From an optimization exercise on the open Yosys and OpenROAD flow, aimed at small area and a short achievable clock period; shortcuts taken in it are not production practice.
RTL that was checked went through simulation tests only; none was proved equivalent to the original.
Power is estimated from default activity; no workload was simulated.

==> run A: inputs <==
// ArithmaticUnit
module ArithmaticUnit(
		input wire clock_i, isWb_i, enable_i,
		input wire [4:0] wbAddress_i,
		input wire [6:0] opCode_i,
		input wire [15:0] pOperand_i, sOperand_i,
		output reg wbEnable_o,
		output reg [4:0] wbAddress_o,
		output reg [15:0] wbData_o,
		output reg [1:0] statusWriteback_o  
    );
==> flow/config.mk <==
export PLATFORM = sky130hd
export DESIGN_NAME = ArithmaticUnit
export DESIGN_NICKNAME = ArithmaticUnit
export VERILOG_FILES = /design/flow/design.v
export SDC_FILE = /design/flow/constraint.sdc
export NUM_CORES = 4
export LEC_CHECK = 0
export CAP_MARGIN = 20
export CORE_MARGIN = 2
export CORE_UTILIZATION = 60
export SETUP_SLACK_MARGIN = 2.5
export SLEW_MARGIN = 20
export SYNTH_HIERARCHICAL = 1
export SYNTH_MINIMUM_KEEP_SIZE = 0
==> flow/constraint.sdc <==
create_clock -name core_clock -period 8.0 [get_ports {clock_i}]
set_input_delay 1.6000 -clock core_clock [delete_from_list [all_inputs] [get_ports {clock_i}]]
set_output_delay 1.6000 -clock core_clock [all_outputs]
set_load 0.01 [all_outputs]
standard.sh (not shown) runs the stock make flow with config.mk's settings and CLKGATE_MAP_FILE= SYNTH_SCRIPT=/design/flow/synth_recipe.tcl, a recipe that flattens the netlist after the stock synthesis.
==> flow/flow/run.sh <==
#!/bin/bash
# Standard ORFS layout, with smaller port buffers and free cell resizing.
set -euo pipefail
bash standard.sh MATCH_CELL_FOOTPRINT=0 ABC_LOAD_IN_FF=1 "BUFFER_PORTS_ARGS=-buffer_cell sky130_fd_sc_hd__buf_1" finish > make_finish.log 2>&1
==> run R: changes against run A <==
--- a/flow/design.v
+++ b/flow/design.v
@@ -237,12 +237,27 @@
 	wire fs40_x, fs40, fc40; pa_xor2 u_fs40_x (.a(fc12), .b(fc26), .y(fs40_x)); pa_xor2 u_fs40 (.a(fs40_x), .b(fs27), .y(fs40)); pa_maj3 u_fc40 (.a(fc12), .b(fc26), .c(fs27), .y(fc40));
 	wire fs41_x, fs41, fc41; pa_xor2 u_fs41_x (.a(fs17), .b(fc27), .y(fs41_x)); pa_xor2 u_fs41 (.a(fs41_x), .b(fs28), .y(fs41)); pa_maj3 u_fc41 (.a(fs17), .b(fc27), .c(fs28), .y(fc41));
 	wire fs42_x, fs42, fc42; pa_xor2 u_fs42_x (.a(fs19), .b(fc28), .y(fs42_x)); pa_xor2 u_fs42 (.a(fs42_x), .b(fs29), .y(fs42)); pa_maj3 u_fc42 (.a(fs19), .b(fc28), .c(fs29), .y(fc42));
 	wire [15:0] ra = {fc41, fc40, fc39, fc38, fc37, fc36, fc35, fc34, fc33, fc32, fc31, hc14, fc30, hc13, hc12, hs12};
 	wire [15:0] rb = {fs42, fs41, fs40, fs39, fs38, fs37, fs36, fs35, fs34, fs33, fs32, fs31, hs14, fs30, hs13, pp0_0};
-	wire [15:0] g0 = ra & rb;
-	wire [15:0] p0 = ra ^ rb;
+	wire [15:0] g0, p0;
+	pa_xor2 u_p0_0 (.a(ra[0]), .b(rb[0]), .y(p0[0])); pa_and2 u_g0_0 (.a(ra[0]), .b(rb[0]), .y(g0[0]));
+	pa_xor2 u_p0_1 (.a(ra[1]), .b(rb[1]), .y(p0[1])); pa_and2 u_g0_1 (.a(ra[1]), .b(rb[1]), .y(g0[1]));
+	pa_xor2 u_p0_2 (.a(ra[2]), .b(rb[2]), .y(p0[2])); pa_and2 u_g0_2 (.a(ra[2]), .b(rb[2]), .y(g0[2]));
+	pa_xor2 u_p0_3 (.a(ra[3]), .b(rb[3]), .y(p0[3])); pa_and2 u_g0_3 (.a(ra[3]), .b(rb[3]), .y(g0[3]));
+	pa_xor2 u_p0_4 (.a(ra[4]), .b(rb[4]), .y(p0[4])); pa_and2 u_g0_4 (.a(ra[4]), .b(rb[4]), .y(g0[4]));
+	pa_xor2 u_p0_5 (.a(ra[5]), .b(rb[5]), .y(p0[5])); pa_and2 u_g0_5 (.a(ra[5]), .b(rb[5]), .y(g0[5]));
+	pa_xor2 u_p0_6 (.a(ra[6]), .b(rb[6]), .y(p0[6])); pa_and2 u_g0_6 (.a(ra[6]), .b(rb[6]), .y(g0[6]));
+	pa_xor2 u_p0_7 (.a(ra[7]), .b(rb[7]), .y(p0[7])); pa_and2 u_g0_7 (.a(ra[7]), .b(rb[7]), .y(g0[7]));
+	pa_xor2 u_p0_8 (.a(ra[8]), .b(rb[8]), .y(p0[8])); pa_and2 u_g0_8 (.a(ra[8]), .b(rb[8]), .y(g0[8]));
+	pa_xor2 u_p0_9 (.a(ra[9]), .b(rb[9]), .y(p0[9])); pa_and2 u_g0_9 (.a(ra[9]), .b(rb[9]), .y(g0[9]));
+	pa_xor2 u_p0_10 (.a(ra[10]), .b(rb[10]), .y(p0[10])); pa_and2 u_g0_10 (.a(ra[10]), .b(rb[10]), .y(g0[10]));
+	pa_xor2 u_p0_11 (.a(ra[11]), .b(rb[11]), .y(p0[11])); pa_and2 u_g0_11 (.a(ra[11]), .b(rb[11]), .y(g0[11]));
+	pa_xor2 u_p0_12 (.a(ra[12]), .b(rb[12]), .y(p0[12])); pa_and2 u_g0_12 (.a(ra[12]), .b(rb[12]), .y(g0[12]));
+	pa_xor2 u_p0_13 (.a(ra[13]), .b(rb[13]), .y(p0[13])); pa_and2 u_g0_13 (.a(ra[13]), .b(rb[13]), .y(g0[13]));
+	pa_xor2 u_p0_14 (.a(ra[14]), .b(rb[14]), .y(p0[14])); pa_and2 u_g0_14 (.a(ra[14]), .b(rb[14]), .y(g0[14]));
+	pa_xor2 u_p0_15 (.a(ra[15]), .b(rb[15]), .y(p0[15])); pa_and2 u_g0_15 (.a(ra[15]), .b(rb[15]), .y(g0[15]));
 	wire g1_1 = g0[1] | (p0[1] & g0[0]);
 	wire g1_3 = g0[3] | (p0[3] & g0[2]);
 	wire p1_3 = p0[3] & p0[2];
 	wire g1_5 = g0[5] | (p0[5] & g0[4]);
 	wire p1_5 = p0[5] & p0[4];
@@ -290,25 +305,25 @@
 	wire g4_13 = g3_13 | (p3_13 & g3_7);
 	wire g4_14 = g3_14 | (p3_14 & g3_7);
 	wire g4_15 = g3_15 | (p3_15 & g3_7);
 	wire [16:0] sum;
 	assign sum[0] = p0[0];
-	assign sum[1] = p0[1] ^ g0[0];
-	assign sum[2] = p0[2] ^ g1_1;
-	assign sum[3] = p0[3] ^ g2_2;
-	assign sum[4] = p0[4] ^ g2_3;
-	assign sum[5] = p0[5] ^ g3_4;
-	assign sum[6] = p0[6] ^ g3_5;
-	assign sum[7] = p0[7] ^ g3_6;
-	assign sum[8] = p0[8] ^ g3_7;
-	assign sum[9] = p0[9] ^ g4_8;
-	assign sum[10] = p0[10] ^ g4_9;
-	assign sum[11] = p0[11] ^ g4_10;
-	assign sum[12] = p0[12] ^ g4_11;
-	assign sum[13] = p0[13] ^ g4_12;
-	assign sum[14] = p0[14] ^ g4_13;
-	assign sum[15] = p0[15] ^ g4_14;
+	pa_xor2 u_sum_1 (.a(p0[1]), .b(g0[0]), .y(sum[1]));
+	pa_xor2 u_sum_2 (.a(p0[2]), .b(g1_1), .y(sum[2]));
+	pa_xor2 u_sum_3 (.a(p0[3]), .b(g2_2), .y(sum[3]));
+	pa_xor2 u_sum_4 (.a(p0[4]), .b(g2_3), .y(sum[4]));
+	pa_xor2 u_sum_5 (.a(p0[5]), .b(g3_4), .y(sum[5]));
+	pa_xor2 u_sum_6 (.a(p0[6]), .b(g3_5), .y(sum[6]));
+	pa_xor2 u_sum_7 (.a(p0[7]), .b(g3_6), .y(sum[7]));
+	pa_xor2 u_sum_8 (.a(p0[8]), .b(g3_7), .y(sum[8]));
+	pa_xor2 u_sum_9 (.a(p0[9]), .b(g4_8), .y(sum[9]));
+	pa_xor2 u_sum_10 (.a(p0[10]), .b(g4_9), .y(sum[10]));
+	pa_xor2 u_sum_11 (.a(p0[11]), .b(g4_10), .y(sum[11]));
+	pa_xor2 u_sum_12 (.a(p0[12]), .b(g4_11), .y(sum[12]));
+	pa_xor2 u_sum_13 (.a(p0[13]), .b(g4_12), .y(sum[13]));
+	pa_xor2 u_sum_14 (.a(p0[14]), .b(g4_13), .y(sum[14]));
+	pa_xor2 u_sum_15 (.a(p0[15]), .b(g4_14), .y(sum[15]));
 	assign sum[16] = g4_15;
 	wire cout = sum[16] | hc5 | fc4 | fc5 | fc18 | fc19 | fc29 | fc42;
 	wire arith = ~|opCode_i[6:2];
 	always @(posedge clock_i)
 	begin
- CORE_UTILIZATION: 60 -> 50
==> run X: changes against run A <==
--- a/flow/design.v
+++ b/flow/design.v
@@ -237,12 +237,27 @@
 	wire fs40_x, fs40, fc40; pa_xor2 u_fs40_x (.a(fc12), .b(fc26), .y(fs40_x)); pa_xor2 u_fs40 (.a(fs40_x), .b(fs27), .y(fs40)); pa_maj3 u_fc40 (.a(fc12), .b(fc26), .c(fs27), .y(fc40));
 	wire fs41_x, fs41, fc41; pa_xor2 u_fs41_x (.a(fs17), .b(fc27), .y(fs41_x)); pa_xor2 u_fs41 (.a(fs41_x), .b(fs28), .y(fs41)); pa_maj3 u_fc41 (.a(fs17), .b(fc27), .c(fs28), .y(fc41));
 	wire fs42_x, fs42, fc42; pa_xor2 u_fs42_x (.a(fs19), .b(fc28), .y(fs42_x)); pa_xor2 u_fs42 (.a(fs42_x), .b(fs29), .y(fs42)); pa_maj3 u_fc42 (.a(fs19), .b(fc28), .c(fs29), .y(fc42));
 	wire [15:0] ra = {fc41, fc40, fc39, fc38, fc37, fc36, fc35, fc34, fc33, fc32, fc31, hc14, fc30, hc13, hc12, hs12};
 	wire [15:0] rb = {fs42, fs41, fs40, fs39, fs38, fs37, fs36, fs35, fs34, fs33, fs32, fs31, hs14, fs30, hs13, pp0_0};
-	wire [15:0] g0 = ra & rb;
-	wire [15:0] p0 = ra ^ rb;
+	wire [15:0] g0, p0;
+	pa_xor2 u_p0_0 (.a(ra[0]), .b(rb[0]), .y(p0[0])); pa_and2 u_g0_0 (.a(ra[0]), .b(rb[0]), .y(g0[0]));
+	pa_xor2 u_p0_1 (.a(ra[1]), .b(rb[1]), .y(p0[1])); pa_and2 u_g0_1 (.a(ra[1]), .b(rb[1]), .y(g0[1]));
+	pa_xor2 u_p0_2 (.a(ra[2]), .b(rb[2]), .y(p0[2])); pa_and2 u_g0_2 (.a(ra[2]), .b(rb[2]), .y(g0[2]));
+	pa_xor2 u_p0_3 (.a(ra[3]), .b(rb[3]), .y(p0[3])); pa_and2 u_g0_3 (.a(ra[3]), .b(rb[3]), .y(g0[3]));
+	pa_xor2 u_p0_4 (.a(ra[4]), .b(rb[4]), .y(p0[4])); pa_and2 u_g0_4 (.a(ra[4]), .b(rb[4]), .y(g0[4]));
+	pa_xor2 u_p0_5 (.a(ra[5]), .b(rb[5]), .y(p0[5])); pa_and2 u_g0_5 (.a(ra[5]), .b(rb[5]), .y(g0[5]));
+	pa_xor2 u_p0_6 (.a(ra[6]), .b(rb[6]), .y(p0[6])); pa_and2 u_g0_6 (.a(ra[6]), .b(rb[6]), .y(g0[6]));
+	pa_xor2 u_p0_7 (.a(ra[7]), .b(rb[7]), .y(p0[7])); pa_and2 u_g0_7 (.a(ra[7]), .b(rb[7]), .y(g0[7]));
+	pa_xor2 u_p0_8 (.a(ra[8]), .b(rb[8]), .y(p0[8])); pa_and2 u_g0_8 (.a(ra[8]), .b(rb[8]), .y(g0[8]));
+	pa_xor2 u_p0_9 (.a(ra[9]), .b(rb[9]), .y(p0[9])); pa_and2 u_g0_9 (.a(ra[9]), .b(rb[9]), .y(g0[9]));
+	pa_xor2 u_p0_10 (.a(ra[10]), .b(rb[10]), .y(p0[10])); pa_and2 u_g0_10 (.a(ra[10]), .b(rb[10]), .y(g0[10]));
+	pa_xor2 u_p0_11 (.a(ra[11]), .b(rb[11]), .y(p0[11])); pa_and2 u_g0_11 (.a(ra[11]), .b(rb[11]), .y(g0[11]));
+	pa_xor2 u_p0_12 (.a(ra[12]), .b(rb[12]), .y(p0[12])); pa_and2 u_g0_12 (.a(ra[12]), .b(rb[12]), .y(g0[12]));
+	pa_xor2 u_p0_13 (.a(ra[13]), .b(rb[13]), .y(p0[13])); pa_and2 u_g0_13 (.a(ra[13]), .b(rb[13]), .y(g0[13]));
+	pa_xor2 u_p0_14 (.a(ra[14]), .b(rb[14]), .y(p0[14])); pa_and2 u_g0_14 (.a(ra[14]), .b(rb[14]), .y(g0[14]));
+	pa_xor2 u_p0_15 (.a(ra[15]), .b(rb[15]), .y(p0[15])); pa_and2 u_g0_15 (.a(ra[15]), .b(rb[15]), .y(g0[15]));
 	wire g1_1 = g0[1] | (p0[1] & g0[0]);
 	wire g1_3 = g0[3] | (p0[3] & g0[2]);
 	wire p1_3 = p0[3] & p0[2];
 	wire g1_5 = g0[5] | (p0[5] & g0[4]);
 	wire p1_5 = p0[5] & p0[4];
@@ -290,25 +305,25 @@
 	wire g4_13 = g3_13 | (p3_13 & g3_7);
 	wire g4_14 = g3_14 | (p3_14 & g3_7);
 	wire g4_15 = g3_15 | (p3_15 & g3_7);
 	wire [16:0] sum;
 	assign sum[0] = p0[0];
-	assign sum[1] = p0[1] ^ g0[0];
-	assign sum[2] = p0[2] ^ g1_1;
-	assign sum[3] = p0[3] ^ g2_2;
-	assign sum[4] = p0[4] ^ g2_3;
-	assign sum[5] = p0[5] ^ g3_4;
-	assign sum[6] = p0[6] ^ g3_5;
-	assign sum[7] = p0[7] ^ g3_6;
-	assign sum[8] = p0[8] ^ g3_7;
-	assign sum[9] = p0[9] ^ g4_8;
-	assign sum[10] = p0[10] ^ g4_9;
-	assign sum[11] = p0[11] ^ g4_10;
-	assign sum[12] = p0[12] ^ g4_11;
-	assign sum[13] = p0[13] ^ g4_12;
-	assign sum[14] = p0[14] ^ g4_13;
-	assign sum[15] = p0[15] ^ g4_14;
+	pa_xor2 u_sum_1 (.a(p0[1]), .b(g0[0]), .y(sum[1]));
+	pa_xor2 u_sum_2 (.a(p0[2]), .b(g1_1), .y(sum[2]));
+	pa_xor2 u_sum_3 (.a(p0[3]), .b(g2_2), .y(sum[3]));
+	pa_xor2 u_sum_4 (.a(p0[4]), .b(g2_3), .y(sum[4]));
+	pa_xor2 u_sum_5 (.a(p0[5]), .b(g3_4), .y(sum[5]));
+	pa_xor2 u_sum_6 (.a(p0[6]), .b(g3_5), .y(sum[6]));
+	pa_xor2 u_sum_7 (.a(p0[7]), .b(g3_6), .y(sum[7]));
+	pa_xor2 u_sum_8 (.a(p0[8]), .b(g3_7), .y(sum[8]));
+	pa_xor2 u_sum_9 (.a(p0[9]), .b(g4_8), .y(sum[9]));
+	pa_xor2 u_sum_10 (.a(p0[10]), .b(g4_9), .y(sum[10]));
+	pa_xor2 u_sum_11 (.a(p0[11]), .b(g4_10), .y(sum[11]));
+	pa_xor2 u_sum_12 (.a(p0[12]), .b(g4_11), .y(sum[12]));
+	pa_xor2 u_sum_13 (.a(p0[13]), .b(g4_12), .y(sum[13]));
+	pa_xor2 u_sum_14 (.a(p0[14]), .b(g4_13), .y(sum[14]));
+	pa_xor2 u_sum_15 (.a(p0[15]), .b(g4_14), .y(sum[15]));
 	assign sum[16] = g4_15;
 	wire cout = sum[16] | hc5 | fc4 | fc5 | fc18 | fc19 | fc29 | fc42;
 	wire arith = ~|opCode_i[6:2];
 	always @(posedge clock_i)
 	begin
- SETUP_SLACK_MARGIN: 2.5 -> 2.7
==> summary.txt <==
quantity                                                              run R                    run A                    run X
Total of fill cells in the finished design                              849                      630                      588
CP most frequent cell                                                     -  sky130_fd_sc_hd__xor2_1  sky130_fd_sc_hd__xor2_1
Launch instance of the worst min-delay path                  wbAddress_i[4]           wbAddress_i[4]           wbAddress_i[3]
Area Growth Syn to Fin                                                12.5%                    11.8%                    17.3%
Final Total Pwr                                                     1.15 mW                  1.24 mW                  1.23 mW
Outcome                                             complete, no violations  complete, no violations  complete, no violations
Count of cells resized by post-cts repair                                14                       14                       16
Worst path max stage delay                                          0.38 ns                  0.54 ns                  0.37 ns
Setup WS pre-CTS                                                    1.71 ns                  1.77 ns                  1.93 ns
Arrival time worst endpoint                                         5.25 ns                  5.36 ns                  5.11 ns
All-Layer GR Usage                                                    22.3%                    25.8%                    25.9%
Share of the synthesized area in the top cell type                    27.6%                    22.8%                    27.6%
Ratio of final minimum period to clock period                         65.3%                    66.6%                    63.6%
The RTL of run A was laid out without a check of its function.

-- separate check: timing with driven ports --
The results above use ideal ports. As a check the final layouts listed here were re-extracted and re-timed, cells and wires unchanged. Step 1 assumes that a clkbuf_16 drives the clock port and a buf_2 every other input. Step 2 moves the port delays by t, midway between the first and last clock arrival at a register: inputs arrive t later, outputs are due t later. That takes back most of the time a late clock gives input paths. Three values: no drivers, after step 1, after step 2; two values: the first two.
run	t (ns)	slack for setup (ns)	worst data-port slew with drivers (ns)
run A	0.288	2.673 / 2.678 / 2.390	0.03
run R	0.300	2.779 / 2.789 / 2.488	0.03
run X	0.297	2.908 / 2.915 / 2.618	0.04
After both steps every run listed still meets setup and hold. The setup slack of run R, which loses most, moves by +0.010 ns with the drivers and by -0.291 ns with both steps.
